Context: an optimization exercise on an open-source flow, tuned for small area, a short achievable clock period and few clock cycles. The choices shown serve that exercise and are no tape-out recipe. Function was checked by simulation only, so behaviour that the tests miss may differ from the original. Power is estimated from default activity; no workload was simulated.

**config.mk**
```make
export PLATFORM = sky130hd
export DESIGN_NAME = CHIP
export DESIGN_NICKNAME = CHIP
export VERILOG_FILES = /design/flow/design.v
export SDC_FILE = /design/flow/constraint.sdc
export NUM_CORES = 8
export LEC_CHECK = 0
export CAP_MARGIN = 20
export CORE_MARGIN = 2
export CORE_UTILIZATION = 30
export SETUP_SLACK_MARGIN = 1.0
export SLEW_MARGIN = 20
```
**flow/run.sh**
```bash
#!/bin/bash
set -euo pipefail
bash standard.sh SETUP_SLACK_MARGIN=8 "BUFFER_PORTS_ARGS=-buffer_cell sky130_fd_sc_hd__buf_4" finish > standard_make.log 2>&1
```
**design.v**
```verilog
module CHIP(clk,
            rst_n,
            mem_wen_D,
            mem_addr_D,
            mem_wdata_D,
            mem_rdata_D,
            mem_addr_I,
            mem_rdata_I);
    input         clk, rst_n ;
    output        mem_wen_D  ;
    output [31:0] mem_addr_D ;
    output [31:0] mem_wdata_D;
    input  [31:0] mem_rdata_D;
    output [31:0] mem_addr_I ;
    input  [31:0] mem_rdata_I;
    reg  [31:0] pcF;
    reg         vD, jumpedD, hiMissD;
    reg  [31:0] irD, pcD;
    reg         vE, killE;
    reg  [ 4:0] rdE;
    reg         wenE, loadE, storeE, brE, jalrE, mdE, divE;
    reg         brGE, brLT, off4E, off8E;
    reg         subE;
    reg         selAddE, selAndE, selOrE, selXorE, selSltE, selSllE, selSrlE;
    reg  [31:0] opAE, opBE, sdE;
    reg         wenM, loadM, storeM;
    reg  [ 4:0] rdM;
    reg  [31:0] resM, sdM;
    assign mem_addr_I  = pcF;
    assign mem_addr_D  = resM;
    assign mem_wdata_D = sdM;
    assign mem_wen_D   = storeM;
    wire [4:0] opc  = irD[6:2];
    wire [4:0] rs1D = irD[19:15];
    wire [4:0] rs2D = irD[24:20];
    wire [4:0] rdD  = irD[11:7];
    wire [2:0] f3D  = irD[14:12];
    wire isOP    = (opc == 5'b01100);
    wire isOPIMM = (opc == 5'b00100);
    wire isLOAD  = (opc == 5'b00000);
    wire isSTORE = (opc == 5'b01000);
    wire isAUIPC = (opc == 5'b00101);
    wire isJAL   = (opc == 5'b11011);
    wire isJALR  = (opc == 5'b11001);
    wire isBR    = (opc == 5'b11000);
    wire opLogic = (f3D == 3'b111) || (f3D == 3'b110);
    wire isMD    = isOP & irD[25] & ~opLogic;
    wire isDIV   = (f3D == 3'b100);
    wire brSelf  = isBR & (rs1D == rs2D);
    wire off4D   = ~irD[31] & ~irD[7] & (irD[30:25] == 6'd0) & (irD[11:8] == 4'd2);
    wire off8D   = ~irD[31] & ~irD[7] & (irD[30:25] == 6'd0) & (irD[11:8] == 4'd4);
    wire usesRs1  = isOP | isOPIMM | isLOAD | isSTORE | isJALR | (isBR & ~brSelf);
    wire usesRs2  = isOP | isSTORE | (isBR & ~brSelf);
    wire writesRd = (isOP | isOPIMM | isLOAD | isAUIPC | isJAL | isJALR) & (rdD != 5'd0);
    wire [31:0] immI = {{20{irD[31]}}, irD[31:20]};
    wire [31:0] immS = {{20{irD[31]}}, irD[31:25], irD[11:7]};
    wire [31:0] immB = {{20{irD[31]}}, irD[7], irD[30:25], irD[11:8], 1'b0};
    wire [31:0] immU = {irD[31:12], 12'b0};
    wire [31:0] immJ = {{12{irD[31]}}, irD[19:12], irD[20], irD[30:21], 1'b0};
    wire dSub = isBR | (isOP & ~irD[25] & irD[30] & ~opLogic & ~isDIV);
    wire dAnd = isOP & (f3D == 3'b111);
    wire dOr  = isOP & (f3D == 3'b110);
    wire dXor = isOP & isDIV & ~irD[25];
    wire dSlt = isOPIMM & (f3D == 3'b010);
    wire dSll = isOPIMM & (f3D == 3'b001);
    wire dSrl = isOPIMM & (f3D == 3'b101);
    wire dAdd = ~(dAnd | dOr | dXor | dSlt | dSll | dSrl);
    wire dSubAll = dSub | dSlt | isMD;    
    wire [31:0] wbData = loadM ? mem_rdata_D : resM;
    wire [31:0] rf1, rf2;
    regfile rf0(
        .clk(clk), .rst_n(rst_n),
        .we(wenM), .wa(rdM), .wd(wbData),
        .ra1(rs1D), .ra2(rs2D),
        .q1(rf1), .q2(rf2));
    wire hitM1 = wenM & (rdM == rs1D);
    wire hitM2 = wenM & (rdM == rs2D);
    wire [31:0] rs1v = hitM1 ? wbData : rf1;
    wire [31:0] rs2v = hitM2 ? wbData : rf2;
    wire vEff = vE & ~killE;
    wire        mdBusy, mdDone, mdWen;
    wire [ 4:0] mdRd;
    wire [31:0] mdRes;
    wire        inject = mdDone & (~vEff | (~wenE & ~loadE & ~storeE & ~mdE));
    wire        mdPend = mdBusy & ~inject & mdWen;
    wire hitE1 = (vEff & wenE & ~mdE & (rdE == rs1D)) | (inject & mdWen & (mdRd == rs1D));
    wire hitE2 = (vEff & wenE & ~mdE & (rdE == rs2D)) | (inject & mdWen & (mdRd == rs2D));
    wire [31:0] resE;
    wire [31:0] rs1f = hitE1 ? resE : rs1v;
    wire [31:0] rs2f = hitE2 ? resE : rs2v;
    wire loadUse = vEff & loadE & wenE &
                   ((usesRs1 & (rdE == rs1D)) | (usesRs2 & (rdE == rs2D)));
    wire mdDepE  = vEff & mdE & wenE &
                   ((usesRs1 & (rdE == rs1D)) | (usesRs2 & (rdE == rs2D)) | (writesRd & (rdE == rdD)));
    wire mdDepU  = mdPend &
                   ((usesRs1 & (mdRd == rs1D)) | (usesRs2 & (mdRd == rs2D)) | (writesRd & (mdRd == rdD)));
    wire stallD  = vD & (loadUse | mdDepE | mdDepU);
    wire        takenE;
    wire [31:0] aluSum;
    wire        mdReplay;
    wire        redirE = vEff & (jalrE | (brE & takenE & ~off4E & (~off8E | jumpedD)) | mdReplay);
    wire        skipD  = vEff & brE & takenE & off8E & ~jumpedD;
    wire [31:0] redirTgtE = jalrE ? aluSum : sdE;
    wire        jalrD  = isJALR & (irD[31:20] == 12'd0) & ~hitE1;
    wire        redirD = vD & ~stallD & (jumpedD ? hiMissD : (isJAL | (brSelf & ~off4D) | jalrD));
    wire [31:0] tgtDx  = (irD[2] & ~irD[3]) ? rs1v : tgtD;
    wire [31:0] ir = mem_rdata_I;
    wire        jalF  = (ir[6:2] == 5'b11011);
    wire        selfF = (ir[6:2] == 5'b11000) & (ir[19:15] == ir[24:20]);
    wire        fitF  = (ir[19:12] == {8{ir[31]}});
    wire        jumpF = jalF | selfF;
    wire [12:0] loJF  = {1'b0, pcF[11:0]} + {1'b0, ir[20], ir[30:21], 1'b0};
    wire [12:0] loBF  = {1'b0, pcF[11:0]} + {1'b0, ir[7], ir[30:25], ir[11:8], 1'b0};
    wire [31:0] tgtF  = {pcF[31:12], ir[3] ? loJF[11:0] : loBF[11:0]};
    wire        hiMissF = ((ir[3] ? loJF[12] : loBF[12]) != ir[31]) | (jalF & ~fitF);
    wire [31:0] tgtD   = pcD + (irD[3] ? immJ : immB);
    wire [31:0] pcSeq  = stallD ? pcF :
                         jumpF  ? tgtF : pcF + 32'd4;
    wire [31:0] pcRest = redirD ? tgtDx : pcSeq;
    wire        useSeq = skipD & ~redirE;
    wire        useRest = ~skipD & ~redirE;
    wire [31:0] pcNext = ({32{redirE}} & redirTgtE) | ({32{useSeq}} & pcSeq) | ({32{useRest}} & pcRest);
    always @(posedge clk or negedge rst_n) begin
        if (!rst_n) begin
            pcF <= 32'h00010000;
            vD  <= 1'b0;
        end
        else begin
            pcF <= pcNext;
            if (redirE | (redirD & ~skipD) | (skipD & stallD)) vD <= 1'b0;
            else if (!stallD)                                  vD <= 1'b1;
        end
    end
    always @(posedge clk) begin
        if (!stallD) begin
            irD <= mem_rdata_I;
            pcD <= pcF;
            jumpedD <= jumpF;
            hiMissD <= hiMissF;
        end
    end
    wire goE = vD & ~stallD;
    always @(posedge clk or negedge rst_n) begin
        if (!rst_n) begin
            vE <= 1'b0;
            killE <= 1'b0;
            wenE <= 1'b0;
            loadE <= 1'b0;
            storeE <= 1'b0;
            brE <= 1'b0;
            jalrE <= 1'b0;
            mdE <= 1'b0;
        end
        else begin
            vE     <= goE;
            killE  <= redirE | skipD;
            wenE   <= goE & writesRd;
            loadE  <= goE & isLOAD;
            storeE <= goE & isSTORE;
            brE    <= goE & isBR & ~brSelf;
            jalrE  <= goE & isJALR & ~jalrD;
            mdE    <= goE & isMD;
        end
    end
    always @(posedge clk) begin
        rdE   <= rdD;
        divE  <= isDIV;
        brGE  <= (f3D == 3'b101);
        brLT  <= (f3D == 3'b100);
        off4E <= off4D;
        off8E <= off8D;
        subE  <= dSubAll;
        selAddE <= dAdd;
        selAndE <= dAnd;
        selOrE  <= dOr;
        selXorE <= dXor;
        selSltE <= dSlt;
        selSllE <= dSll;
        selSrlE <= dSrl;
        opAE  <= (isAUIPC | isJAL) ? pcD : rs1f;
        opBE  <= {32{dSubAll}} ^ ((isOP | isBR) ? rs2f :
                                  isJAL   ? 32'd4 :
                                  isSTORE ? immS :
                                  isAUIPC ? immU : immI);
        sdE   <= isBR ? tgtD : isMD ? pcD : rs2f;
    end
    wire [31:0] A  = opAE;
    wire [31:0] Bx = opBE;                
    wire [31:0] B  = ~Bx;                 
    wire [31:0] SD = sdE;
    wire [32:0] addOut = {1'b0, A} + {1'b0, Bx} + {32'd0, subE};
    assign aluSum = addOut[31:0];
    wire   geu    = addOut[32];           
    wire   eqE    = &(A ^ Bx);            
    assign takenE = eqE | (brGE & ~aluSum[31]) | (brLT & aluSum[31]);
    wire [31:0] Arev, shr, shl;
    genvar k;
    generate
        for (k = 0; k < 32; k = k + 1) begin : rev
            assign Arev[k] = A[31-k];
            assign shl[k]  = shr[31-k];
        end
    endgenerate
    wire [31:0] shIn = selSllE ? Arev : A;
    assign shr = shIn >> Bx[4:0];
    wire        aZero = (A == 32'd0);
    wire        bZero = (Bx == 32'hFFFFFFFF);    
    wire        mdQuick = divE ? (bZero | ~geu) : (aZero | bZero);
    assign      mdReplay = mdE & ~mdQuick & mdBusy;
    wire        mdStart = vEff & mdE & ~mdQuick & ~mdBusy;
    wire        mdSwap = ((A[31:8] == 24'd0) & (B[31:8] != 24'd0)) |
                         ((A[31:16] == 16'd0) & (B[31:16] != 16'd0)) |
                         ((A[31:24] == 8'd0) & (B[31:24] != 8'd0));
    wire        mdSel = mdE;
    assign      resE = inject ? mdRes :
                       mdSel  ? {32{divE & bZero}} :
                       ({32{selAddE}} & aluSum)
                     | ({32{selAndE}} & (A & Bx))
                     | ({32{selOrE }} & (A | Bx))
                     | ({32{selXorE}} & (A ^ Bx))
                     | ({32{selSltE}} & {31'd0, ~geu})
                     | ({32{selSllE}} & shl)
                     | ({32{selSrlE}} & shr);
    muldiv md0(
        .clk(clk), .rst_n(rst_n),
        .start(mdStart), .div(divE), .swap(mdSwap), .rd(rdE), .wen(wenE),
        .a(A), .b(B), .ack(inject),
        .busy(mdBusy), .done(mdDone), .rdOut(mdRd), .wenOut(mdWen), .res(mdRes));
    always @(posedge clk or negedge rst_n) begin
        if (!rst_n) begin
            wenM   <= 1'b0;
            loadM  <= 1'b0;
            storeM <= 1'b0;
        end
        else begin
            wenM   <= (inject & mdWen) | (wenE & ~killE & ~(mdE & ~mdQuick));
            loadM  <= loadE & ~killE;
            storeM <= storeE & ~killE;
        end
    end
    always @(posedge clk) begin
        rdM  <= inject ? mdRd : rdE;
        resM <= resE;
        sdM  <= SD;
    end
endmodule
module regfile(clk, rst_n, we, wa, wd, ra1, ra2, q1, q2);
    input         clk, rst_n, we;
    input  [ 4:0] wa, ra1, ra2;
    input  [31:0] wd;
    output [31:0] q1, q2;
    reg [31:0] r [0:31];
    reg [31:1] rv;
    integer i;
    always @(posedge clk) begin
        for (i = 1; i < 32; i = i + 1)
            if (we && wa == i) r[i] <= wd;
    end
    always @(posedge clk or negedge rst_n) begin
        if (!rst_n) rv <= 31'd0;
        else if (we && wa != 5'd0) rv[wa] <= 1'b1;
    end
    wire [31:0] rvx = {rv, 1'b0};
    wire [31:0] raw1 = r[ra1];
    wire [31:0] raw2 = r[ra2];
    wire [31:0] init1 = (ra1 == 5'd2) ? 32'hBFFFFFF0 : (ra1 == 5'd3) ? 32'h10008000 : 32'd0;
    wire [31:0] init2 = (ra2 == 5'd2) ? 32'hBFFFFFF0 : (ra2 == 5'd3) ? 32'h10008000 : 32'd0;
    assign q1 = rvx[ra1] ? raw1 : init1;
    assign q2 = rvx[ra2] ? raw2 : init2;
endmodule
module muldiv(clk, rst_n, start, div, swap, rd, wen, a, b, ack, busy, done, rdOut, wenOut, res);
    input         clk, rst_n;
    input         start, div, swap, wen, ack;
    input  [ 4:0] rd;
    input  [31:0] a, b;
    output        busy, done;
    output [ 4:0] rdOut;
    output        wenOut;
    output [31:0] res;
    localparam IDLE = 3'd0, MUL = 3'd1, NORM = 3'd2, DIV = 3'd3, DONE = 3'd4;
    reg  [ 2:0] st;
    reg  [31:0] x;       
    reg  [31:0] y;       
    reg  [32:0] p;       
    reg  [ 4:0] cnt;
    reg  [ 4:0] rdq;
    reg         wenq, isDiv;
    assign busy   = (st != IDLE);
    assign done   = (st == DONE);
    assign rdOut  = rdq;
    assign wenOut = wenq;
    assign res    = isDiv ? y : p[31:0];
    wire [31:0] pp0 = y[0] ? x : 32'd0;
    wire [31:0] pp1 = y[1] ? {x[30:0], 1'b0} : 32'd0;
    wire [31:0] mulNext = p[31:0] + pp0 + pp1;
    wire [31:0] xNext = {x[29:0], 2'b00};
    wire [31:0] yNext = {2'b00, y[31:2]};
    wire        mulLast = (yNext == 32'd0) | (xNext == 32'd0);
    wire [32:0] xOp = {33{~p[32]}} ^ {1'b0, x};           
    wire [33:0] difC = {p, 1'b1} + {xOp, ~p[32]};         
    wire [32:0] dif = difC[33:1];
    wire        qbit = ~dif[32];
    wire [31:0] qNext = {y[30:0], qbit};
    wire        divLast = (cnt == 5'd0);
    wire [31:0] sm;
    assign sm[31] = p[31];    
    genvar g;
    generate
        for (g = 30; g >= 0; g = g - 1) begin : smear
            assign sm[g] = sm[g+1] | p[g];
        end
    endgenerate
    wire can1 = ~x[31] & ((({x[30:0], 1'b0}) & ~sm) == 32'd0);
    wire can4 = (x[31:28] == 4'd0) & ((({x[27:0], 4'b0}) & ~sm) == 32'd0);
    always @(posedge clk or negedge rst_n) begin
        if (!rst_n) st <= IDLE;
        else begin
            case (st)
                IDLE: if (start) st <= div ? NORM : MUL;
                MUL:  if (mulLast) st <= DONE;
                NORM: if (!can1 && divLast) st <= DONE;
                      else if (!can1) st <= DIV;
                DIV:  if (divLast) st <= DONE;
                DONE: if (ack) st <= IDLE;
                default: st <= IDLE;
            endcase
        end
    end
    always @(posedge clk) begin
        case (st)
            IDLE: begin
                cnt <= 5'd0;
                rdq <= rd;
                wenq <= wen;
                isDiv <= div;
                if (div) begin
                    p <= {1'b0, a};
                    x <= b;
                    y <= 32'd0;
                end
                else begin
                    p <= 33'd0;
                    x <= swap ? b : a;
                    y <= swap ? a : b;
                end
            end
            MUL: begin
                p <= {1'b0, mulNext};
                x <= xNext;
                y <= yNext;
            end
            NORM, DIV: begin
                if (st == NORM && can4) begin
                    x <= {x[27:0], 4'b0};
                    cnt <= cnt + 5'd4;
                end
                else if (st == NORM && can1) begin
                    x <= {x[30:0], 1'b0};
                    cnt <= cnt + 5'd1;
                end
                else begin
                    p <= dif;
                    y <= qNext;
                    x <= {1'b0, x[31:1]};
                    cnt <= cnt - 5'd1;
                end
            end
            default: begin
                x <= xNext;      
            end
        endcase
    end
endmodule
```
**standard.sh**
```bash
#!/bin/bash
# synth_recipe.tcl (not shown) runs the flow's synth.tcl, then flattens the netlist and writes it again
# the make line also repeats each setting of config.mk as NAME=value (left out here)
make -C /OpenROAD-flow-scripts/flow DESIGN_CONFIG=/design/flow/config.mk WORK_HOME=/design/flow/orfs CLKGATE_MAP_FILE= SYNTH_SCRIPT=/design/flow/synth_recipe.tcl "${@:-finish}"
```
**constraint.sdc**
```tcl
create_clock -name core_clock -period 12.0 [get_ports {clk}]
set_input_delay 2.4000 -clock core_clock [delete_from_list [all_inputs] [get_ports {clk}]]
set_output_delay 2.4000 -clock core_clock [all_outputs]
set_load 0.01 [all_outputs]
```
==> metrics.md, run 1 <==
| Metric | Value |
|---|---|
| WP data arrival | `4.91 ns` |
| Routability Congestion | `1.017` |
| Drt first pass iters | `22` |
| CTS sink cnt | `1425` |
| Drt via density | `6.739` |
| Rel. slew slack | `0.2232` |
| Syn. warnings | `36` |
| Drt drc | `0` |
| Status | `finished clean` |
| CTS Buf Count | `148` |
| Post-Syn Area per Cell | `10.93 um^2` |
| GRT overflow | `0` |
| First-pass GRT wire length | `546.8 mm` |
| Drt wl/cell | `37.67 um` |
| Sw Share | `0.4171` |
| Largest net degree at the start of global routing | `69` |
| Top FF cell, synth | `edfxtp_1` |
| Antenna violations before repair | `35` |
| CTS Hold Buffers Added | `0` |
| Fill cells | `24870` |
| Setup_tns | `0 ns` |
| Die H | `511.3 um` |
| Fin crit share | `0.3498` |
| Synth Instances | `7066` |
| Synth Cell Area | `77200 um^2` |
| Final setup fails | `0` |
| PwrDens | `226.8 nW/um^2` |
| Crit start category | `flop` |
| Fmax | `238.2 MHz` |
| Site Rows | `186` |
| Type of destination of the critical path | `flop` |
| Max FFs per register | `992` |
| Max-cap viol count | `0` |
| CTS clock-pin slew for the worst setup and hold paths | `0.07 ns` |
| Async SR Flop Fraction | `0.05474` |
| Worst Path Max Fanout | `26` |
| Clk buf depth | `3` |
| Die width | `511.3 um` |
| Final Hold Vio Count | `0` |
| Comb pwr share | `0.414` |
| Final net count | `7576` |
| Largest family of logic cells by synthesized area | `compound AO/OA/AOI/OAI gates` |
| Worst IR drop on VDD | `0.1742 mV` |
| RSZ-0062 raised after global routing | `yes` |
| Adder-Cell Fraction of Synth Area | `0.04055` |
| Vias | `72830` |
| IO Count | `163` |
| Antenna viol nets, final | `0` |
| Clock Skew | `0.07880 ns` |
| Post-synthesis mux area share | `0.04783` |
| Yosys cell types | `103` |
| Pleak | `0.03297 uW` |
| Root buf cell | `clkbuf_16` |
| Area Growth Syn to Fin | `20.45%` |
| Reg with most FFs | `rf0.r` |
| TritonCTS clock tree | `yes` |
| Syn nets | `7360` |
| Worst-Margin Slew | `1.165 ns` |
| Initial Util | `0.3010` |
| Register share of total power | `0.358` |
| Int Pwr | `12300 uW` |
| Post-Synth Simple-Gate Area | `0.1092` |
| Post-Route WL | `407.1 mm` |
| Vias in the first global route | `66890` |
| Hold WC Path Type | `flop to flop` |
| Iter 0 DRT Violations | `15170` |
| I/O Buffers | `160` |
| Final Max Slew Viols | `0` |
| Min Clock Period, post-route | `4.197 ns` |
| Sw power | `8799 uW` |
| All-Layer GR Usage | `0.2949` |
| Post-route cell area | `92990 um^2` |
| Critical path type | `flop to flop` |
| Top flop regs | `rf0.r (992), md0.p (33)` |
| CORE AREA | `256500 um^2` |
| Clk pwr share | `0.228` |
| Share of layout cells above drive strength 1 | `0.2034` |
| Worst-Skew Late Latency | `0.86 ns` |
| Compound-Gate Fraction of Synth Area | `0.2109` |
| Cell Area, Placed | `82920 um^2` |
| FF+latch count, synth | `1425` |
| Die footprint | `261400 um^2` |
| Sequential share of the synthesized area | `0.5215` |
| Worst endpoint required time | `12.71 ns` |
| H-tree depth | `4` |
| Post-synth EDFFs | `1133` |
| Post-synthesis xor/xnor area fraction | `0.03070` |
| Hpwl dp | `254.2 mm` |
==> cell families (layout without fill, tap and decap cells) <==
group,Yosys count,count (layout)
multiplexers,274,274
other,0,19
XOR/XNOR,269,269
buffers and inverters,772,1108
adder cells (fa/ha/maj),228,228
AND/OR/NAND/NOR,1751,1751
AO/OA/AOI/OAI,2347,2349
flip-flops,1425,1425
==> timing repair <==
action,4_1_cts,5_1_grt
setup endpoints to repair,328,235
pin swaps,82,114
cloned,12,4
gates resized for setup,464,326
setup buffers,96,90
endpoints found under the hold margin,0,0
==> metrics by stage <==
stage	total power, uW	std cells	setup slack (ns)	utilization	hold slack, ns
after floorplan	11710	7066	7.586	-	0.3235
final	21090	10810	7.803	0.3626	0.3561
after global placement	14760	10310	6.221	0.3233	0.3483
after global routing	21660	10790	7.762	0.3625	0.3704
after CTS	20200	10690	7.873	0.3537	0.3571
after detailed placement	14890	10310	6.157	0.3233	0.3462
==> cells in the mapped netlist, types with 19 or more instances <==
master        n  area, um^2
a2111oi_0    20       175.2
a211oi_1     49       367.9
a21o_1       76       570.6
a21oi_1     422        2112
a221oi_1     49       429.2
a222oi_1     50       500.5
a22o_1       32       280.3
a22oi_1     883        6629
a31oi_1      30       187.7
and2_1       56       350.3
and3_1       58       362.9
buf_1        63       236.5
buf_2        74       370.4
clkbuf_1    367        1378
dfrtp_1      77        1927
dfxtp_1     214        4284
edfxtp_1   1133       34020
fa_1         37       740.7
ha_1        191        2390
inv_1       252       945.9
mux2_2       67       754.5
mux2i_1     139        1391
mux4_2       63        1419
nand2_1     541        2031
nand2b_1     43       269.0
nand3_1     168       840.8
nand4_1     164        1026
nor2_1      407        1528
nor2b_1      40       250.2
nor3_1       88       440.4
nor4_1       62       387.9
o211ai_1     57       427.9
o21a_1       23       172.7
o21ai_0     305        1526
o21bai_1     53       397.9
o221ai_1     61       534.3
o22ai_1      54       337.8
o32ai_1      19       166.4
or3_1        30       187.7
xnor2_1     155        1358
xor2_1      113       989.7
==> cell usage in the layout, fill, tap and decap left out, types with 33 or more instances in the layout <==
master,synthesis,final
xnor2_1,155,141
a22oi_1,883,876
buf_4,10,435
nand3_1,168,163
nor2_1,407,350
o21ai_0,305,254
ha_1,191,156
mux2i_1,139,126
a211oi_1,49,33
o22ai_1,54,38
dfxtp_1,214,160
o21bai_1,53,53
nor4_1,62,50
clkbuf_16,0,154
nor3_1,88,76
a21o_1,76,73
a21oi_2,3,43
buf_6,1,59
mux4_2,63,63
a21oi_1,422,372
dfrtp_1,77,64
xor2_1,113,106
nand4_1,164,164
a222oi_1,50,50
a221oi_1,49,37
nand2_1,541,525
inv_1,252,243
nand2b_1,43,36
edfxtp_1,1133,1133
buf_12,0,43
nor2_4,0,40
o221ai_1,61,55
and2_2,0,33
o211ai_1,57,57
and3_1,58,54
mux2_2,67,64
==> power by group through the flow <==
stage | combinational (uW) | clock, uW | sequential (uW)
floorplan | 4720 | 0 | 6990
global placement | 7170 | 0 | 7590
detailed placement | 7290 | 0 | 7600
CTS | 7900 | 4800 | 7500
global route | 9120 | 4990 | 7560
finish | 8730 | 4810 | 7550
==> cell type report <==
type                       instances  area [um^2]  share of cell area
tap                             3384         4234             0.04553
sequential                      1425        40420              0.4347
multi-input combinational       4871        36780              0.3955
timing repair buffer             574         5513             0.05928
inverter                         257         1036             0.01114
clock inverter                    86        944.7             0.01016
timing repair inverter             5        25.02           0.0002691
clock buffer                     186         3991             0.04292
antenna                           19        47.55           0.0005113
==> worst max-delay path, stage by stage (launching register included) <==
cell and delay, ns:
edfxtp_1 0.41, buf_12 0.20, nand3b_1 0.27, buf_4 0.22, nor2_4 0.43, buf_8 0.47
a222oi_1 0.20, nand3_1 0.13, nor2_1 0.07, a211oi_2 0.66, o22ai_1 0.40, nor2_1 0.23
o22ai_2 0.11, o221ai_2 0.23
==> routing by layer <==
metal	wire length, um	vias up	global-route usage
met5	208	-	0
met4	35070	20	0.1964
met3	68430	2036	0.1354
met2	163900	7374	0.4162
met1	139500	35420	0.3579
li1	-	27980	-
==> final timing paths <==
kind / slack, ns / end / cells past startpoint / from
worst min register to register: 0.36 / sdM[2] / 0 / sdE[2]
worst min-delay path: 0.36 / sdM[2] / 0 / sdE[2]
max in group asynchronous: 9.09 / pcF[5] / 2 / rst_n
worst max-delay path: 7.80 / pcF[9] / 13 / irD[15]
worst max register to register: 7.80 / pcF[9] / 13 / irD[15]
min in group asynchronous: 1.51 / storeM / 1 / rst_n
Testbench counts, summed over its fixed seeds: cycles 25,547.
==> run 2, diff against run 1 <==
--- a/config.mk
+++ b/config.mk
@@ -9,3 +9,3 @@
 export CORE_MARGIN = 2
-export CORE_UTILIZATION = 30
+export CORE_UTILIZATION = 25
 export SETUP_SLACK_MARGIN = 1.0
==> run 2 against run 1 <==
First-iteration DRC count increased by 4.6%. Utilization decreased by 5.6 points. Setup slack got worse by 0.039 ns. Combinational power increased by 1%. Clock-buffer cell count increased by 3. Final cell count increased by 7.3%. Sequential power increased by 0.8%. Synthesized cell count unchanged. Register-to-register slack got worse by 0.04 ns. Sequential share of layout area decreased by 0.62 points. Sequential cell count unchanged.
==> metrics.md, run 2 <==
| Metric | Value |
|---|---|
| Area Growth Syn to Fin | `22.33%` |
| IO Count | `163 (unchanged)` |
| Drt via density | `6.385 (-5.2%)` |
| Syn nets | `7360 (unchanged)` |
| Routability Congestion | `1.028 (+1.1%)` |
| GRT overflow | `0 (unchanged)` |
| Clock Skew | `0.08041 ns (+0.001608 ns)` |
| Antenna violations before repair | `46 (+31%)` |
| Commonest non-fill, non-tap cell in the layout | `edfxtp_1` |
| Top Family by Delay on Critical Path | `buffers and inverters` |
| Worst endpoint required time | `12.74 ns (+0.03 ns)` |
| Largest net degree at the start of global routing | `87 (+26%)` |
| Async SR Flop Fraction | `0.05474 (unchanged)` |
| Syn. warnings | `36 (unchanged)` |
| Site Rows | `204 (+9.7%)` |
| CORE AREA | `308100 um^2 (+20%)` |
| Sequential share of the synthesized area | `0.5215 (unchanged)` |
| Status | `finished clean` |
| Setup_tns | `0 ns (unchanged)` |
| Fin util | `0.3065 (-0.05606)` |
| Most frequent cells in the layout | `1133 x edfxtp_1, 879 x a22oi_1, 521 x nand2_1` |
| Root buf cell | `clkbuf_16` |
| CP Cell Sequence | `buf_6 > nand3b_1 > buf_4 > nor2_4 > buf_6 > buf_4 > a22oi_1 > nand4_1 > nor2_1 > a211oi_2 > o22ai_2 > nand2_1 > a21oi_2 > a211o_1 > o221ai_2` |
| CTS clock-pin slew for the worst setup and hold paths | `0.06 ns (about the same)` |
| Area contributors post-synth | `edfxtp_1 44%, a22oi_1 8.6%, dfxtp_1 5.5%` |
| Synth Cell Area | `77200 um^2 (unchanged)` |
| Drt wl/cell | `36.24 um (-3.8%)` |
| Post-Route WL | `420.3 mm (+3.3%)` |
| Hold WC Path Type | `flop to flop` |
| Max-cap viol count | `0 (unchanged)` |
| WP data arrival | `4.98 ns (+0.07 ns)` |
| Crit start category | `flop` |
| Post-Syn Area per Cell | `10.93 um^2 (unchanged)` |
| Vias in the first global route | `67690 (+1.2%)` |
| Clk buf depth | `3 (unchanged)` |
| First-pass GRT wire length | `557.5 mm (+2.0%)` |
| Pleak | `0.03321 uW (+0.73%)` |
| Type of destination of the critical path | `flop` |
| Post-synth EDFFs | `1133 (unchanged)` |
| Synth Instances | `7066 (unchanged)` |
| CTS sink cnt | `1425 (unchanged)` |
| Cell Area, Placed | `83940 um^2 (+1.2%)` |
| Reg with most FFs | `rf0.r` |
| PwrDens | `224.5 nW/um^2 (-1.0%)` |
| FF+latch count, synth | `1425 (unchanged)` |
| Fmax | `236.0 MHz (-0.92%)` |
| Critical path buffer and inverter count | `4 (+1)` |
| Vias | `74060 (+1.7%)` |
| Final Max Slew Viols | `0 (unchanged)` |
| Worst Path Max Fanout | `26 (unchanged)` |
| Final setup fails | `0 (unchanged)` |
| Die footprint | `313300 um^2 (+20%)` |
| Worst IR drop on VDD | `0.1413 mV (-19%)` |
| Commonest cells in the netlist | `1133 x edfxtp_1, 883 x a22oi_1, 541 x nand2_1` |
| Hpwl dp | `256.8 mm (+1.0%)` |
| Drt drc | `0 (unchanged)` |
| Min Clock Period, post-route | `4.237 ns (+0.03916 ns)` |
| Initial Util | `0.2506 (-0.05044)` |
| Rel. slew slack | `0.1123 (-0.1109)` |
| Worst-Margin Slew | `1.295 ns (+0.1293 ns)` |
| Post-synth top area cell | `edfxtp_1` |
| All-Layer GR Usage | `0.2513 (-0.04360)` |
| Top FF cell, synth | `edfxtp_1` |
| Share of layout cells above drive strength 1 | `0.2140 (+0.01060)` |
| Top flop regs | `rf0.r (992), md0.p (33)` |
| Die width | `559.7 um (+9.5%)` |
| Die H | `559.7 um (+9.5%)` |
| H-tree depth | `4 (unchanged)` |
| Yosys cell types | `103 (unchanged)` |
| Iter 0 DRT Violations | `15860 (+4.6%)` |
| Final Hold Vio Count | `0 (unchanged)` |
| TritonCTS clock tree | `yes` |
| Drt first pass iters | `12 (-45%)` |
| RSZ-0062 raised after global routing | `yes` |
| Post-route cell area | `94440 um^2 (+1.6%)` |
| Max incr delay on CP | `0.44 ns (-0.22 ns)` |
| Critical path type | `flop to flop` |
| Final net count | `7629 (+0.70%)` |
| I/O Buffers | `160 (unchanged)` |
| CTS Buf Count | `146 (-1.4%)` |
| Fin crit share | `0.3530 (+0.003263)` |
| Antenna viol nets, final | `0 (unchanged)` |
| Post-synth top area share | `0.4407 (unchanged)` |
| Top-count cell post-synth | `edfxtp_1` |
| Critical-path top delay cell | `buf_6` |
| Max FFs per register | `992 (unchanged)` |
| CTS Hold Buffers Added | `0 (unchanged)` |
| Worst-Skew Late Latency | `0.87 ns (about the same)` |
-- run 2: cell families (layout without fill, tap and decap cells) --
logic type | after synthesis | count (layout) | synth area share
AO/OA/AOI/OAI | 2347 | 2349 | 0.2109
XOR/XNOR | 269 | 269 | 0.03070
adder cells (fa/ha/maj) | 228 | 228 | 0.04055
buffers and inverters | 772 | 1155 | 0.03932
flip-flops | 1425 | 1425 | 0.5215
multiplexers | 274 | 274 | 0.04783
other | 0 | 25 | 0
AND/OR/NAND/NOR | 1751 | 1753 | 0.1092
-- run 2: worst reg2reg max path, stage by stage, from the launching register on --
cell and delay (ns):
edfxtp_1 0.36, buf_6 0.36, nand3b_1 0.21, buf_4 0.21
nor2_4 0.43, buf_6 0.45, buf_4 0.35, a22oi_1 0.16
nand4_1 0.15, nor2_1 0.07, a211oi_2 0.37, o22ai_2 0.28
nand2_1 0.27, a21oi_2 0.12, a211o_1 0.31, o221ai_2 0.07
-- run 2: stage by stage --
step | hold WS (ns) | cells | total power (uW) | setup WS, ns
floorplan | 0.3235 | 7066 | 11710 | 7.586
global placement | 0.3423 | 11050 | 14820 | 5.866
detailed placement | 0.3546 | 11060 | 14920 | 5.812
CTS | 0.3580 | 11470 | 20190 | 7.867
global route | 0.3641 | 11580 | 21760 | 7.766
finish | 0.3652 | 11600 | 21200 | 7.763
-- run 2: where the power goes --
part / total (uW) / switching [uW] / internal (uW)
sequential: 7610 / 1070 / 6540
combinational: 8840 / 5660 / 3190
clock: 4750 / 2200 / 2550
-- run 2: layout make-up --
class | count | area, um^2
well taps | 4120 | 5155
repair buffers | 626 | 5753
multi-input cells | 4873 | 37090
clock inverters | 77 | 899.6
fillers | 31120 | 213600
inverters | 257 | 1030
diodes | 25 | 62.56
repair inverters | 6 | 30.03
clock buffers | 189 | 3960
flip-flops and latches | 1425 | 40460
-- run 2: layer usage --
metal  GRT usage  vias to the layer above  share of wire
met1      0.3006                    35970           0.34
li1            -                    28030              -
met2      0.3588                     7802           0.40
met4      0.1518                       39          0.081
met3      0.1248                     2213           0.17
met5    0.003354                        -         0.0011
-- run 2: path summary, 6_finish.rpt --
kind	start	endpoint	slack (ns)	cells past startpoint
setup / recovery	irD[17]	pcF[19]	7.76	15
hold / removal	sdE[21]	sdM[21]	0.37	0
setup reg to reg	irD[17]	pcF[19]	7.76	15
hold reg to reg	sdE[21]	sdM[21]	0.37	0
max in group asynchronous	rst_n	pcF[12]	9.20	2
min in group asynchronous	rst_n	rf0.rv[2]	1.49	1
-- run 2: what timing repair did --
item                       CTS  global route
pin swaps                   95           101
setup endpoints to repair  248           189
gates resized for setup    459           338
gates cloned                15             9
setup buffers              133            95
==> run 3, diff against run 2 <==
--- a/config.mk
+++ b/config.mk
@@ -9,3 +9,3 @@
 export CORE_MARGIN = 2
-export CORE_UTILIZATION = 25
+export CORE_UTILIZATION = 36
 export SETUP_SLACK_MARGIN = 1.0
==> run 3 against run 2 <==
Still clean. Combinational power about the same. Worst hold slack got worse by 0.040 ns. Die area decreased by 30%. Power increased by 2.3%. Register-to-register slack about the same. Global-route usage increased by 11 points. Synthesized cell count unchanged. First-iteration DRC count increased by 8.2%. Sequential share of layout area increased by 0.47 points. Clock-buffer cell count unchanged. Final area decreased by 1.3%. Routed wire length decreased by 1.5%. Critical path type unchanged. Largest cell class unchanged.
==> metrics.md, run 3 <==
| Metric | Value |
|---|---|
| Worst endpoint required time | `12.75 ns (about the same)` |
| Drt via density | `7.162 (+12%)` |
| Final Hold Vio Count | `0 (unchanged)` |
| GRT overflow | `0 (unchanged)` |
| Synth Cell Area | `77200 um^2 (unchanged)` |
| IO Count | `163 (unchanged)` |
| Post-route cell area | `93240 um^2 (-1.3%)` |
| Syn. warnings | `36 (unchanged)` |
| Max incr delay on CP | `0.45 ns (about the same)` |
| Clk buf depth | `3 (unchanged)` |
| Commonest cells in the netlist | `1133 x edfxtp_1, 883 x a22oi_1, 541 x nand2_1` |
| WP data arrival | `4.97 ns (about the same)` |
| Critical-path top delay cell | `nor2_2` |
| Share of layout cells above drive strength 1 | `0.2118 (-0.002245)` |
| Drt wl/cell | `40.25 um (+11%)` |
| Synth Instances | `7066 (unchanged)` |
| I/O Buffers | `160 (unchanged)` |
| Max-cap viol count | `0 (unchanged)` |
| Commonest non-fill, non-tap cell in the layout | `edfxtp_1` |
| Post-synth EDFFs | `1133 (unchanged)` |
| Min Clock Period, post-route | `4.223 ns (-0.01375 ns)` |
| Hpwl dp | `253.4 mm (-1.3%)` |
| CTS Buf Count | `157 (+7.5%)` |
| Crit start category | `flop` |
| Final net count | `7609 (-0.26%)` |
| CTS Hold Buffers Added | `0 (unchanged)` |
| Fin crit share | `0.3519 (-0.001146)` |
| Top FF cell, synth | `edfxtp_1` |
| Die footprint | `218200 um^2 (-30%)` |
| Drt drc | `0 (unchanged)` |
| Type of destination of the critical path | `flop` |
| Critical path buffer and inverter count | `4 (unchanged)` |
| Routability Congestion | `1.032 (+0.36%)` |
| Rel. slew slack | `0.1977 (+0.08538)` |
| Die H | `467.1 um (-17%)` |
| Final Max Slew Viols | `0 (unchanged)` |
| Async SR Flop Fraction | `0.05474 (unchanged)` |
| Drt first pass iters | `14 (+2)` |
| Setup_tns | `0 ns (unchanged)` |
| Most used cell, CP | `buf_6` |
| Pleak | `0.03341 uW (+0.59%)` |
| Antenna viol nets, final | `0 (unchanged)` |
| Worst Path Max Fanout | `21 (-19%)` |
| TritonCTS clock tree | `yes` |
| Most frequent cells in the layout | `1133 x edfxtp_1, 877 x a22oi_1, 525 x nand2_1` |
| H-tree depth | `4 (unchanged)` |
| CTS sink cnt | `1425 (unchanged)` |
| Max FFs per register | `992 (unchanged)` |
| Vias in the first global route | `67800 (+0.17%)` |
| PwrDens | `232.6 nW/um^2 (+3.6%)` |
| Hold slack | `0.3251 ns (-0.04009 ns)` |
| Syn nets | `7360 (unchanged)` |
| All-Layer GR Usage | `0.3618 (+0.1105)` |
| Antenna violations before repair | `25 (-46%)` |
| Worst-Skew Late Latency | `0.89 ns (+0.02 ns)` |
| Post-Route WL | `414.1 mm (-1.5%)` |
| Critical path type | `flop to flop` |
| Initial Util | `0.3629 (+0.1123)` |
| Top flop regs | `rf0.r (992), md0.p (33)` |
| Top Family by Delay on Critical Path | `buffers and inverters` |
| Vias | `73690 (-0.50%)` |
| Area contributors post-synth | `edfxtp_1 44%, a22oi_1 8.6%, dfxtp_1 5.5%` |
| First-pass GRT wire length | `551.1 mm (-1.2%)` |
| CORE AREA | `212700 um^2 (-31%)` |
| Fmax | `236.8 MHz (+0.33%)` |
| RSZ-0062 raised after global routing | `yes` |
| Clock Skew | `0.07580 ns (-0.004607 ns)` |
| Die width | `467.1 um (-17%)` |
| Post-synth top area cell | `edfxtp_1` |
| Final setup fails | `0 (unchanged)` |
| Post-Syn Area per Cell | `10.93 um^2 (unchanged)` |
| FF+latch count, synth | `1425 (unchanged)` |
| CTS clock-pin slew for the worst setup and hold paths | `0.06 ns (about the same)` |
| Post-synth top area share | `0.4407 (unchanged)` |
| Largest net degree at the start of global routing | `87 (unchanged)` |
| Area Growth Syn to Fin | `20.77%` |
| Iter 0 DRT Violations | `17160 (+8.2%)` |
| Reg with most FFs | `rf0.r` |
| CP Cell Sequence | `clkbuf_8 > nor2_2 > and2_2 > buf_6 > buf_6 > a21oi_1 > nand4_1 > nor3_1 > a211oi_4 > o22ai_1 > buf_4 > mux2_2 > o32ai_2 > o21bai_1` |
| Yosys cell types | `103 (unchanged)` |
| Worst-Margin Slew | `1.203 ns (-0.09103 ns)` |
| Sequential share of the synthesized area | `0.5215 (unchanged)` |
| Site Rows | `169 (-17%)` |
| Status | `finished clean` |
| Root buf cell | `clkbuf_16` |
| Worst IR drop on VDD | `0.1285 mV (-9.0%)` |
| Top-count cell post-synth | `edfxtp_1` |
| Hold WC Path Type | `flop to flop` |
| Cell Area, Placed | `82400 um^2 (-1.8%)` |
-- run 3: changes by cell type in the layout (fill, tap and decap cells not counted), sizes merged, moves of 3 or more --
cell	change
diode	-4
clkinvlp	+8
clkinv	-3
buf	-31
inv	+5
bufinv	+16
-- run 3: metal layers --
layer	global-route usage	part of all wire	up-vias
li1	-	-	28030
met1	0.4287	0.33	35550
met2	0.5008	0.40	7683
met3	0.1677	0.17	2405
met4	0.2882	0.10	20
met5	0.002635	0.0010	-
-- run 3: what timing repair did --
action,CTS,global route
pin swaps,85,130
endpoints found under the hold margin,0,0
gates resized for setup,471,331
endpoints found under the setup margin,306,224
buffers inserted,102,80
gates cloned,17,7
-- run 3: logic make-up (layout without fill, tap and decap cells) --
kind of cell    after synthesis  in the layout  synth area share
simple gates               1751           1752            0.1092
other cells                   0             21                 0
mux                         274            274           0.04783
flops                      1425           1425            0.5215
compound gates             2347           2349            0.2109
buf+inv                     772           1150           0.03932
fa+ha+maj                   228            228           0.04055
xor+xnor                    269            269           0.03070
-- run 3: layout make-up --
type / instances / area [um^2]
Antenna cell: 21 / 52.55
Clock buffer: 189 / 4183
Clock inverter: 102 / 1336
Fill cell: 19690 / 119500
Inverter: 257 / 1025
Multi-Input combinational cell: 4872 / 37050
Sequential cell: 1425 / 40390
Tap cell: 2821 / 3530
Timing Repair Buffer: 595 / 5643
Timing Repair inverter: 7 / 35.03
-- run 3: worst paths after layout --
check / slack (ns) / start / end / cells past startpoint
setup / recovery: 7.78 / irD[19] / pcF[25] / 14
hold / removal: 0.33 / sdE[30] / sdM[30] / 0
setup reg to reg: 7.78 / irD[19] / pcF[25] / 14
hold reg to reg: 0.33 / sdE[30] / sdM[30] / 0
max in group asynchronous: 9.19 / rst_n / pcF[2] / 2
min in group asynchronous: 1.48 / rst_n / brE / 1
-- run 3: where the power goes --
part	internal, uW	switching (uW)	total [uW]
combinational	3180	5640	8820
clock	3030	2270	5300
sequential	6530	1030	7560
total	12700	8940	21700
-- run 3: metrics by stage --
| step | setup WS (ns) | power (uW) | instances | util |
|---|---|---|---|---|
| 2_1_floorplan | 7.586 | 11710 | 7066 | - |
| 3_3_place_gp | 6.280 | 14800 | 9769 | 0.3874 |
| 3_5_place_dp | 6.293 | 14900 | 9770 | 0.3874 |
| 4_1_cts | 7.911 | 20710 | 10180 | 0.4279 |
| 5_1_grt | 7.685 | 22210 | 10270 | 0.4381 |
| 6_report | 7.777 | 21680 | 10290 | 0.4383 |
==> run 4, diff against run 3 <==
--- a/design.v
+++ b/design.v
@@ -18,2 +18,3 @@
     reg  [31:0] irD, pcD;
+    reg  [31:1] oh1D, oh2D;     
     reg         vE, killE;
@@ -73,3 +74,3 @@
         .we(wenM), .wa(rdM), .wd(wbData),
-        .ra1(rs1D), .ra2(rs2D),
+        .ra1(oh1D), .ra2(oh2D),
         .q1(rf1), .q2(rf2));
@@ -114,2 +115,10 @@
     wire [31:0] tgtF  = {pcF[31:12], ir[3] ? loJF[11:0] : loBF[11:0]};
+    wire [31:1] oh1F, oh2F;
+    genvar d;
+    generate
+        for (d = 1; d < 32; d = d + 1) begin : dec
+            assign oh1F[d] = (ir[19:15] == d);
+            assign oh2F[d] = (ir[24:20] == d);
+        end
+    endgenerate
     wire        hiMissF = ((ir[3] ? loJF[12] : loBF[12]) != ir[31]) | (jalF & ~fitF);
@@ -138,2 +147,4 @@
             jumpedD <= jumpF;
+            oh1D    <= oh1F;
+            oh2D    <= oh2F;
             hiMissD <= hiMissF;
@@ -248,6 +259,7 @@
     input         clk, rst_n, we;
-    input  [ 4:0] wa, ra1, ra2;
+    input  [ 4:0] wa;
+    input  [31:1] ra1, ra2;     
     input  [31:0] wd;
     output [31:0] q1, q2;
-    reg [31:0] r [0:31];
+    reg [31:0] r [1:31];
     reg [31:1] rv;
@@ -262,9 +274,20 @@
     end
-    wire [31:0] rvx = {rv, 1'b0};
-    wire [31:0] raw1 = r[ra1];
-    wire [31:0] raw2 = r[ra2];
-    wire [31:0] init1 = (ra1 == 5'd2) ? 32'hBFFFFFF0 : (ra1 == 5'd3) ? 32'h10008000 : 32'd0;
-    wire [31:0] init2 = (ra2 == 5'd2) ? 32'hBFFFFFF0 : (ra2 == 5'd3) ? 32'h10008000 : 32'd0;
-    assign q1 = rvx[ra1] ? raw1 : init1;
-    assign q2 = rvx[ra2] ? raw2 : init2;
+    reg [31:0] raw1, raw2;
+    reg        v1, v2;
+    always @(*) begin
+        raw1 = 32'd0;
+        raw2 = 32'd0;
+        for (i = 1; i < 32; i = i + 1) begin
+            raw1 = raw1 | ({32{ra1[i]}} & r[i]);
+            raw2 = raw2 | ({32{ra2[i]}} & r[i]);
+        end
+    end
+    always @(*) begin
+        v1 = |(ra1 & rv);
+        v2 = |(ra2 & rv);
+    end
+    wire [31:0] init1 = ({32{ra1[2]}} & 32'hBFFFFFF0) | ({32{ra1[3]}} & 32'h10008000);
+    wire [31:0] init2 = ({32{ra2[2]}} & 32'hBFFFFFF0) | ({32{ra2[3]}} & 32'h10008000);
+    assign q1 = v1 ? raw1 : init1;
+    assign q2 = v2 ? raw2 : init2;
 endmodule
--- a/config.mk
+++ b/config.mk
@@ -9,3 +9,3 @@
 export CORE_MARGIN = 2
-export CORE_UTILIZATION = 36
+export CORE_UTILIZATION = 30
 export SETUP_SLACK_MARGIN = 1.0
==> run 4 against run 3 <==
Global-route usage shrank 7.5 points. Still clean. Sequential cell count grew 62. Largest power group unchanged. Clock-buffer cell count grew 8. Highest routed layer unchanged. Register-to-register slack lost 0.05 ns. Non-clock buffer count shrank 65. Clock power shrank 4.0%. Utilization shrank 8.2 points.
==> metrics.md, run 4 <==
| Metric | Value |
|---|---|
| Register Area | `42270 um^2 (+4.7%)` |
| Top FF cell, synth | `edfxtp_1` |
| Final Max Slew Viols | `0 (unchanged)` |
| Die width | `514.9 um (+10%)` |
| PwrDens | `248.0 nW/um^2 (+6.6%)` |
| Fin crit share | `0.3560 (+0.004067)` |
| Post-synth top area share | `0.4582 (+0.01755)` |
| Pleak | `0.03287 uW (-1.6%)` |
| Fmax | `234.1 MHz (-1.1%)` |
| Drt via density | `6.776 (-5.4%)` |
| Max-cap viol count | `0 (unchanged)` |
| Multi-input gate area | `35200 um^2 (-5.0%)` |
| Post-Route WL | `399.6 mm (-3.5%)` |
| Min Clock Period, post-route | `4.272 ns (+0.04880 ns)` |
| Yosys cell types | `96 (-6.8%)` |
| Global routing usage on met1 | `0.3418 (-0.08689)` |
| GR peak layer | `met2` |
| GRT overflow | `0 (unchanged)` |
| Worst IR drop on VDD | `0.2181 mV (+70%)` |
| Root buf cell | `clkbuf_16` |
| Crit start category | `flop` |
| Top-count cell post-synth | `edfxtp_1` |
| Post-synth EDFFs | `1195 (+5.5%)` |
| Area Growth Syn to Fin | `18.20%` |
| Status | `finished clean` |
| Vias in the first global route | `66440 (-2.0%)` |
| Worst endpoint required time | `12.72 ns (-0.03 ns)` |
| Post-route cell area | `92560 um^2 (-0.72%)` |
| TritonCTS clock tree | `yes` |
| Final Hold Vio Count | `0 (unchanged)` |
| Fin util | `0.3564 (-0.08191)` |
| All-Layer GR Usage | `0.2866 (-0.07517)` |
| Setup_tns | `0 ns (unchanged)` |
| CTS clock-pin slew for the worst setup and hold paths | `0.07 ns (about the same)` |
| First-pass GRT wire length | `536.5 mm (-2.6%)` |
| Grt met2 use | `0.4073 (-0.09348)` |
| CORE AREA | `259700 um^2 (+22%)` |
| Synth Cell Area | `78310 um^2 (+1.4%)` |
| Type of destination of the critical path | `flop` |
| Commonest non-fill, non-tap cell in the layout | `edfxtp_1` |
| Final net count | `7407 (-2.7%)` |
| Vias | `72240 (-2.0%)` |
| I/O Buffers | `160 (unchanged)` |
| Iter 0 DRT Violations | `15030 (-12%)` |
| Post-synth top area cell | `edfxtp_1` |
| Reg with most FFs | `rf0.r` |
| Commonest cells in the netlist | `1195 x edfxtp_1, 467 x nand2_1, 429 x clkbuf_1` |
| Clk buf depth | `3 (unchanged)` |
| H-tree depth | `4 (unchanged)` |
| Syn. warnings | `4 (-89%)` |
| Critical path type | `flop to flop` |
| Setup WS post-layout | `7.728 ns (-0.04880 ns)` |
| Area contributors post-synth | `edfxtp_1 46%, dfxtp_1 5.5%, a22oi_1 4.0%` |
| CTS Buf Count | `152 (-3.2%)` |
| Cell Area, Placed | `83950 um^2 (+1.9%)` |
| Drt first pass iters | `12 (-2)` |
| Clock Skew | `0.06425 ns (-0.01155 ns)` |
| Worst-Skew Late Latency | `0.87 ns (-0.02 ns)` |
| Max FFs per register | `992 (unchanged)` |
| Most frequent cells in the layout | `1195 x edfxtp_1, 472 x buf_4, 454 x nand2_1` |
| Total power | `22950 uW (+5.9%)` |
| Drt wl/cell | `37.48 um (-6.9%)` |
| Drt drc | `0 (unchanged)` |
| Initial Util | `0.3015 (-0.06141)` |
| Hpwl dp | `247.6 mm (-2.3%)` |
| FF+latch count, synth | `1487 (+4.4%)` |
| CTS Hold Buffers Added | `0 (unchanged)` |
| Synth Instances | `6933 (-1.9%)` |
| Async SR Flop Fraction | `0.05245 (-0.002282)` |
| Final setup fails | `0 (unchanged)` |
| Antenna violations before repair | `28 (+12%)` |
| Routability Congestion | `1.028 (-0.39%)` |
| Syn nets | `7227 (-1.8%)` |
| CTS sink cnt | `1487 (+4.4%)` |
| Antenna viol nets, final | `0 (unchanged)` |
| Sequential share of the synthesized area | `0.5379 (+0.01641)` |
| Top flop regs | `rf0.r (992), md0.p (33)` |
| Worst-Margin Slew | `1.306 ns (+0.1024 ns)` |
| RSZ-0062 raised after global routing | `yes` |
| Die footprint | `265100 um^2 (+22%)` |
| Share of layout cells above drive strength 1 | `0.1755 (-0.03623)` |
| Worst Path Max Fanout | `34 (+62%)` |
| Site Rows | `187 (+11%)` |
| Global-route met3 utilization | `0.1246 (-0.04307)` |
| IO Count | `163 (unchanged)` |
| Setup WS pre-CTS | `5.680 ns (-0.6136 ns)` |
| Hold WC Path Type | `flop to flop` |
| Post-Syn Area per Cell | `11.30 um^2 (+3.4%)` |
| Rel. slew slack | `0.1227 (-0.07495)` |
| Die H | `514.9 um (+10%)` |
| WP data arrival | `4.99 ns (+0.02 ns)` |
| Largest net degree at the start of global routing | `75 (-14%)` |
| Fill cells | `25240 (+28%)` |
[run 4: final cells by class]
type | instances | share of cell area
Sequential cell | 1487 | 0.4567
Multi-Input combinational cell | 4694 | 0.3803
Timing Repair Buffer | 530 | 0.04977
Tap cell | 3402 | 0.04599
Clock buffer | 197 | 0.04493
Clock inverter | 85 | 0.01138
Inverter | 246 | 0.01035
Antenna cell | 18 | 0.0004866
Timing Repair inverter | 2 | 0.0001081
[run 4: logic make-up (layout without fill, tap and decap cells)]
| logic type | Yosys count | in the layout | share of synthesized area |
|---|---|---|---|
| compound gates | 2370 | 2373 | 0.2201 |
| xor+xnor | 254 | 254 | 0.02841 |
| fa+ha+maj | 228 | 228 | 0.03998 |
| buf+inv | 755 | 1060 | 0.03704 |
| flops | 1487 | 1487 | 0.5379 |
| mux | 231 | 231 | 0.03849 |
| other cells | 0 | 18 | 0 |
| simple gates | 1608 | 1608 | 0.09809 |
[run 4: worst max-delay path, cell delays in order, from the launching register on]
cell	delay [ns]
edfxtp_1	0.36
buf_4	0.34
a22o_1	0.26
a221oi_1	0.24
nand3_1	0.11
or4_1	0.53
buf_4	0.34
nor2_4	0.25
buf_6	0.26
a311oi_1	0.15
a21oi_2	0.19
buf_4	0.17
nor2_1	0.06
a21oi_1	0.35
o21ai_0	0.13
a221o_1	0.31
[run 4: timing repair]
| action | 4_1_cts | 5_1_grt |
|---|---|---|
| setup buffers | 56 | 66 |
| pin swaps | 69 | 73 |
| cloned | 8 | 9 |
| endpoints found under the setup margin | 390 | 146 |
| resized for setup | 313 | 164 |
[run 4: metal layers]
layer,part of all wire,wire [um],vias up
met1,0.34,134600,35190
li1,-,-,27840
met2,0.41,163600,7214
met4,0.090,35830,36
met5,0.0011,455,-
met3,0.16,65080,1956
[run 4: final timing paths]
path,endpoint,startpoint,slack (ns),depth (start not counted)
max in group asynchronous,pcF[2],rst_n,9.27,2
setup / recovery,pcF[5],oh1D[31],7.73,15
min in group asynchronous,pcF[17],rst_n,1.55,1
setup reg to reg,pcF[5],oh1D[31],7.73,15
hold reg to reg,sdM[29],sdE[29],0.36,0
hold / removal,sdM[29],sdE[29],0.36,0
[run 4: stage by stage]
stage | instances | hold WS (ns)
final | 10660 | 0.3576
after global placement | 10220 | 0.3511
after CTS | 10570 | 0.3573
after floorplan | 6933 | 0.3235
after global routing | 10650 | 0.3682
after detailed placement | 10220 | 0.3470
[run 4: power by group]
part | internal [uW] | switching (uW)
clock | 2830 | 2260
combinational | 3420 | 6270
sequential | 6870 | 1300
Testbench counts of run 4, summed over its fixed seeds: cycles 25,547.
==> run 5, diff against run 4 <==
--- a/design.v
+++ b/design.v
@@ -16,3 +16,3 @@
     reg  [31:0] pcF;
-    reg         vD, jumpedD, hiMissD;
+    reg         vD, jumpedD, farD;
     reg  [31:0] irD, pcD;
@@ -105,2 +105,5 @@
     wire        jalrD  = isJALR & (irD[31:20] == 12'd0) & ~hitE1;
+    wire [11:0] immLoD = irD[3] ? immJ[11:0] : immB[11:0];
+    wire [12:0] loD    = {1'b0, pcD[11:0]} + {1'b0, immLoD};
+    wire        hiMissD = (loD[12] != irD[31]) | farD;
     wire        redirD = vD & ~stallD & (jumpedD ? hiMissD : (isJAL | (brSelf & ~off4D) | jalrD));
@@ -112,4 +115,12 @@
     wire        jumpF = jalF | selfF;
-    wire [12:0] loJF  = {1'b0, pcF[11:0]} + {1'b0, ir[20], ir[30:21], 1'b0};
-    wire [12:0] loBF  = {1'b0, pcF[11:0]} + {1'b0, ir[7], ir[30:25], ir[11:8], 1'b0};
+    wire [11:0] immJF = {ir[20], ir[30:21], 1'b0};
+    wire [11:0] immBF = {ir[7], ir[30:25], ir[11:8], 1'b0};
+    wire [6:0]  lJF  = {1'b0, pcF[5:0]} + {1'b0, immJF[5:0]};
+    wire [6:0]  hJF0 = {1'b0, pcF[11:6]} + {1'b0, immJF[11:6]};
+    wire [6:0]  hJF1 = {1'b0, pcF[11:6]} + {1'b0, immJF[11:6]} + 7'd1;
+    wire [6:0]  lBF  = {1'b0, pcF[5:0]} + {1'b0, immBF[5:0]};
+    wire [6:0]  hBF0 = {1'b0, pcF[11:6]} + {1'b0, immBF[11:6]};
+    wire [6:0]  hBF1 = {1'b0, pcF[11:6]} + {1'b0, immBF[11:6]} + 7'd1;
+    wire [12:0] loJF = {lJF[6] ? hJF1 : hJF0, lJF[5:0]};
+    wire [12:0] loBF = {lBF[6] ? hBF1 : hBF0, lBF[5:0]};
     wire [31:0] tgtF  = {pcF[31:12], ir[3] ? loJF[11:0] : loBF[11:0]};
@@ -123,3 +134,3 @@
     endgenerate
-    wire        hiMissF = ((ir[3] ? loJF[12] : loBF[12]) != ir[31]) | (jalF & ~fitF);
+    wire        farF    = jalF & ~fitF;
     wire [31:0] tgtD   = pcD + (irD[3] ? immJ : immB);
@@ -149,3 +160,3 @@
             oh2D    <= oh2F;
-            hiMissD <= hiMissF;
+            farD    <= farF;
         end
@@ -307,2 +318,3 @@
     reg  [32:0] p;       
+    reg  [31:0] c;       
     reg  [ 4:0] cnt;
@@ -314,6 +326,9 @@
     assign wenOut = wenq;
-    assign res    = isDiv ? y : p[31:0];
+    assign res    = isDiv ? c : (p[31:0] + c);
     wire [31:0] pp0 = y[0] ? x : 32'd0;
     wire [31:0] pp1 = y[1] ? {x[30:0], 1'b0} : 32'd0;
-    wire [31:0] mulNext = p[31:0] + pp0 + pp1;
+    wire [31:0] s1 = p[31:0] ^ c ^ pp0;
+    wire [31:0] c1 = {(p[30:0] & c[30:0]) | (p[30:0] & pp0[30:0]) | (c[30:0] & pp0[30:0]), 1'b0};
+    wire [31:0] s2 = s1 ^ c1 ^ pp1;
+    wire [31:0] c2 = {(s1[30:0] & c1[30:0]) | (s1[30:0] & pp1[30:0]) | (c1[30:0] & pp1[30:0]), 1'b0};
     wire [31:0] xNext = {x[29:0], 2'b00};
@@ -325,3 +340,3 @@
     wire        qbit = ~dif[32];
-    wire [31:0] qNext = {y[30:0], qbit};
+    wire [31:0] qNext = {c[30:0], qbit};
     wire        divLast = (cnt == 5'd0);
@@ -358,2 +373,3 @@
                 isDiv <= div;
+                c <= 32'd0;
                 if (div) begin
@@ -361,3 +377,3 @@
                     x <= b;
-                    y <= 32'd0;
+                    y <= b;
                 end
@@ -370,3 +386,4 @@
             MUL: begin
-                p <= {1'b0, mulNext};
+                p <= {1'b0, s2};
+                c <= c2;
                 x <= xNext;
@@ -385,3 +402,3 @@
                     p <= dif;
-                    y <= qNext;
+                    c <= qNext;
                     x <= {1'b0, x[31:1]};
@@ -389,2 +406,3 @@
                 end
+                y <= yNext;      
             end
@@ -392,2 +410,3 @@
                 x <= xNext;      
+                y <= yNext;
             end
==> run 5 against run 4 <==
Still clean on timing, DRC and antenna. First-iteration DRC count fell by 0.75%. Worst hold slack better by 0.010 ns. Clock skew shrank 0.0021 ns. Routed wire length increased by 5.3%. Die area is 2.5% higher. Setup slack got worse by 0.0012 ns. Power shrank 3.3%. Global-route usage up 0.93 points. Clock-buffer cell count up 6. Critical endpoint is now pcF[11]. Largest power group unchanged.
==> metrics.md, run 5 <==
| Metric | Value |
|---|---|
| Fill cells | `25830 (+2.3%)` |
| Post-Route WL | `420.8 mm (+5.3%)` |
| Post-synthesis mux area share | `0.03921 (+0.0007195)` |
| CTS sink cnt | `1519 (+2.2%)` |
| Synth Instances | `7036 (+1.5%)` |
| Final net count | `7528 (+1.6%)` |
| Max incr delay on CP | `0.55 ns (+0.02 ns)` |
| Post-Syn Area per Cell | `11.41 um^2 (+0.98%)` |
| Status | `finished clean` |
| Worst-Skew Late Latency | `0.87 ns (about the same)` |
| Synth Cell Area | `80250 um^2 (+2.5%)` |
| Crit start category | `input pin` |
| Comb pwr share | `0.384 (-0.038)` |
| Setup WS post-layout | `7.727 ns (-0.001180 ns)` |
| CORE AREA | `265600 um^2 (+2.3%)` |
| Syn. warnings | `4 (unchanged)` |
| Sw Share | `0.4140 (-0.01438)` |
| Adder-Cell Fraction of Synth Area | `0.04715 (+0.007169)` |
| Clock Skew | `0.06220 ns (-0.002052 ns)` |
| All-Layer GR Usage | `0.2960 (+0.009338)` |
| CTS Hold Buffers Added | `0 (unchanged)` |
| Drt via density | `6.715 (-0.89%)` |
| Fin crit share | `0.3561 (about the same)` |
| Die footprint | `271700 um^2 (+2.5%)` |
| Top flop regs | `rf0.r (992), md0.p (33)` |
| Hold slack | `0.3681 ns (+0.01046 ns)` |
| TritonCTS clock tree | `yes` |
| Type of destination of the critical path | `flop` |
| Largest net degree at the start of global routing | `83 (+11%)` |
| Worst IR drop on VDD | `0.2055 mV (-5.8%)` |
| First-pass GRT wire length | `565.1 mm (+5.3%)` |
| Final setup fails | `0 (unchanged)` |
| CP Cell Sequence | `buf_6 > ha_4 > fa_2 > nand2_2 > nor4_2 > mux2_4 > nand3_2 > xor2_1 > mux2i_1 > xnor2_1 > mux2i_1 > a2111oi_4 > o221ai_1` |
| Post-Synth Simple-Gate Area | `0.1017 (+0.003609)` |
| Clk pwr share | `0.250 (+0.028)` |
| Fmax | `234.0 MHz (about the same)` |
| Antenna violations before repair | `28 (unchanged)` |
| Largest family of logic cells by synthesized area | `compound AO/OA/AOI/OAI gates` |
| Area Growth Syn to Fin | `18.48%` |
| Worst-Margin Slew | `1.295 ns (-0.01045 ns)` |
| Setup_tns | `0 ns (unchanged)` |
| Register share of total power | `0.366 (+0.010)` |
| Compound-Gate Fraction of Synth Area | `0.2192 (-0.0009241)` |
| IO Count | `163 (unchanged)` |
| PwrDens | `233.4 nW/um^2 (-5.9%)` |
| I/O Buffers | `160 (unchanged)` |
| H-tree depth | `4 (unchanged)` |
| Iter 0 DRT Violations | `14920 (-0.75%)` |
| Clk buf depth | `3 (unchanged)` |
| Rel. slew slack | `0.1306 (+0.007869)` |
| FF+latch count, synth | `1519 (+2.2%)` |
| Vias | `73150 (+1.3%)` |
| Hold WC Path Type | `flop to flop` |
| Max FFs per register | `992 (unchanged)` |
| Die width | `521.2 um (+1.2%)` |
| Site Rows | `189 (+1.1%)` |
| Top Family by Delay on Critical Path | `adder cells` |
| Post-route cell area | `95080 um^2 (+2.7%)` |
| Post-synthesis xor/xnor area fraction | `0.02663 (-0.001780)` |
| Commonest non-fill, non-tap cell in the layout | `edfxtp_1` |
| Final Max Slew Viols | `0 (unchanged)` |
| Antenna viol nets, final | `0 (unchanged)` |
| Sequential share of the synthesized area | `0.5328 (-0.005058)` |
| Async SR Flop Fraction | `0.05135 (-0.001105)` |
| Worst Path Max Fanout | `3 (-91%)` |
| Routability Congestion | `1.037 (+0.90%)` |
| Reg with most FFs | `rf0.r` |
| WP data arrival | `4.95 ns (-0.04 ns)` |
| Critical path buffer and inverter count | `1 (-3)` |
| RSZ-0062 raised after global routing | `yes` |
| Final Hold Vio Count | `0 (unchanged)` |
| Drt drc | `0 (unchanged)` |
| Critical path type | `input pin to flop` |
| Cell Area, Placed | `86220 um^2 (+2.7%)` |
| Drt first pass iters | `15 (+3)` |
| Max-cap viol count | `0 (unchanged)` |
| CTS Buf Count | `165 (+8.6%)` |
| Min Clock Period, post-route | `4.273 ns (+0.001180 ns)` |
| Commonest cells in the netlist | `1195 x edfxtp_1, 481 x nand2_1, 416 x clkbuf_1` |
| Drt wl/cell | `38.63 um (+3.1%)` |
| Vias in the first global route | `68550 (+3.2%)` |
| Syn nets | `7363 (+1.9%)` |
| GRT overflow | `0 (unchanged)` |
| Root buf cell | `clkbuf_16` |
| Sw power | `9190 uW (-6.5%)` |
| Setup WS pre-CTS | `5.659 ns (-0.02041 ns)` |
| Post-synth top area share | `0.4471 (-0.01111)` |
| Int Pwr | `13010 uW (-0.86%)` |
| Initial Util | `0.3022 (+0.0006821)` |
| Area contributors post-synth | `edfxtp_1 45%, dfxtp_1 6.1%, a22oi_1 3.9%` |
| Die H | `521.2 um (+1.2%)` |
| Post-synth top area cell | `edfxtp_1` |
| Top FF cell, synth | `edfxtp_1` |
| Worst endpoint required time | `12.68 ns (-0.04 ns)` |
| Share of layout cells above drive strength 1 | `0.1806 (+0.005101)` |
| Critical-path top delay cell | `fa_2` |
| Yosys cell types | `100 (+4.2%)` |
| Hpwl dp | `266.6 mm (+7.6%)` |
| CTS clock-pin slew for the worst setup and hold paths | `0.06 ns (about the same)` |
| Most frequent cells in the layout | `1195 x edfxtp_1, 473 x nand2_1, 455 x buf_4` |
| Top-count cell post-synth | `edfxtp_1` |
| Pleak | `0.03321 uW (+1.0%)` |
| Post-synth EDFFs | `1195 (unchanged)` |
| Most used cell, CP | `mux2i_1` |
-- run 5: changes by cell type after synthesis, moves of 31 or more --
cell,delta
and2_1,+44
a22o_1,+34
fa_1,+32
o221ai_1,-31
inv_1,-73
dfxtp_1,+32
mux2i_1,-37
mux2_2,+33
-- run 5: power by group through the flow --
stage / clock network (uW) / registers, uW / logic, uW
global placement: 0 / 8150 / 7450
floorplan: 0 / 7430 / 4740
CTS: 5560 / 8070 / 7920
detailed placement: 0 / 8160 / 7560
global route: 5750 / 8130 / 8910
finish: 5550 / 8120 / 8520
-- run 5: layer usage --
layer	global-route usage	vias up	part of all wire
met5	0.008951	-	0.0012
met4	0.2461	28	0.10
met3	0.1077	2096	0.14
met2	0.4334	7057	0.42
met1	0.3447	35660	0.33
li1	-	28300	-
-- run 5: logic make-up after synthesis --
logic type | Yosys count
AOI/OAI and AO/OA | 2408
xor gates and xnor gates | 244
adders and majority gates | 261
buffers and inverters | 694
DFF | 1519
muxes | 235
and+or+nand+nor | 1675
-- run 5: through the flow --
stage	power, uW	utilization	cells
floorplan	12170	-	7036
finish	22200	0.3581	10890
global route	22790	0.3579	10880
CTS	21550	0.3524	10810
global placement	15610	0.3246	10440
detailed placement	15720	0.3247	10450
-- run 5: area by class of cell --
type                       instances  area [um^2]  share of cell area
timing repair inverter             1        5.005          0.00005264
tap                             3533         4420             0.04649
antenna                           19        47.55           0.0005000
sequential                      1519        42910              0.4513
clock buffer                     203         4375             0.04602
timing repair buffer             515         4428             0.04657
clock inverter                   104         1443             0.01517
multi-input combinational       4825        36740              0.3863
inverter                         174        720.7            0.007579
-- run 5: worst paths after layout --
path | startpoint | end | slack, ns | depth (start not counted)
max reg2reg | oh1D[14] | pcF[13] | 7.77 | 12
min in group asynchronous | rst_n | storeM | 1.53 | 1
min reg2reg | sdE[9] | sdM[9] | 0.37 | 0
min | sdE[9] | sdM[9] | 0.37 | 0
max in group asynchronous | rst_n | pcF[2] | 9.19 | 2
max | mem_rdata_I[26] | pcF[11] | 7.73 | 13
-- run 5: what timing repair did --
| item | in CTS | in global routing |
|---|---|---|
| gates cloned | 6 | 7 |
| setup endpoints to repair | 382 | 126 |
| setup buffers | 48 | 60 |
| pin swaps | 28 | 59 |
| resized for setup | 262 | 185 |
Testbench counts of run 5, summed over its fixed seeds: cycles 25,547.

static timing again, ports no longer ideal:
Ports are ideal in the flow. The routed layouts listed here were re-timed in OpenROAD. Step 1 sets driving cells, clkbuf_16 on the clock port and buf_2 on the other inputs (assumed; they add their load-dependent delay and slew). Step 2, shift: input delay + t, output delay - t, t = (earliest + latest rising clock arrival at the registers) / 2. This alone moves slack from input paths to output paths. Three values: no drivers, after step 1, after step 2; two values: the first two.
| run | t (ns) | setup WS [ns] |
|---|---|---|
| run 1 | 0.900 | 7.803 / 7.803 / 6.998 |
| run 2 | 0.917 | 7.763 / 7.763 / 6.964 |
| run 3 | 0.944 | 7.777 / 7.777 / 6.949 |
| run 4 | 0.922 | 7.728 / 7.728 / 7.024 |
| run 5 | 0.940 | 7.727 / 7.767 / 6.827 |
After both steps every run listed still meets setup and hold.
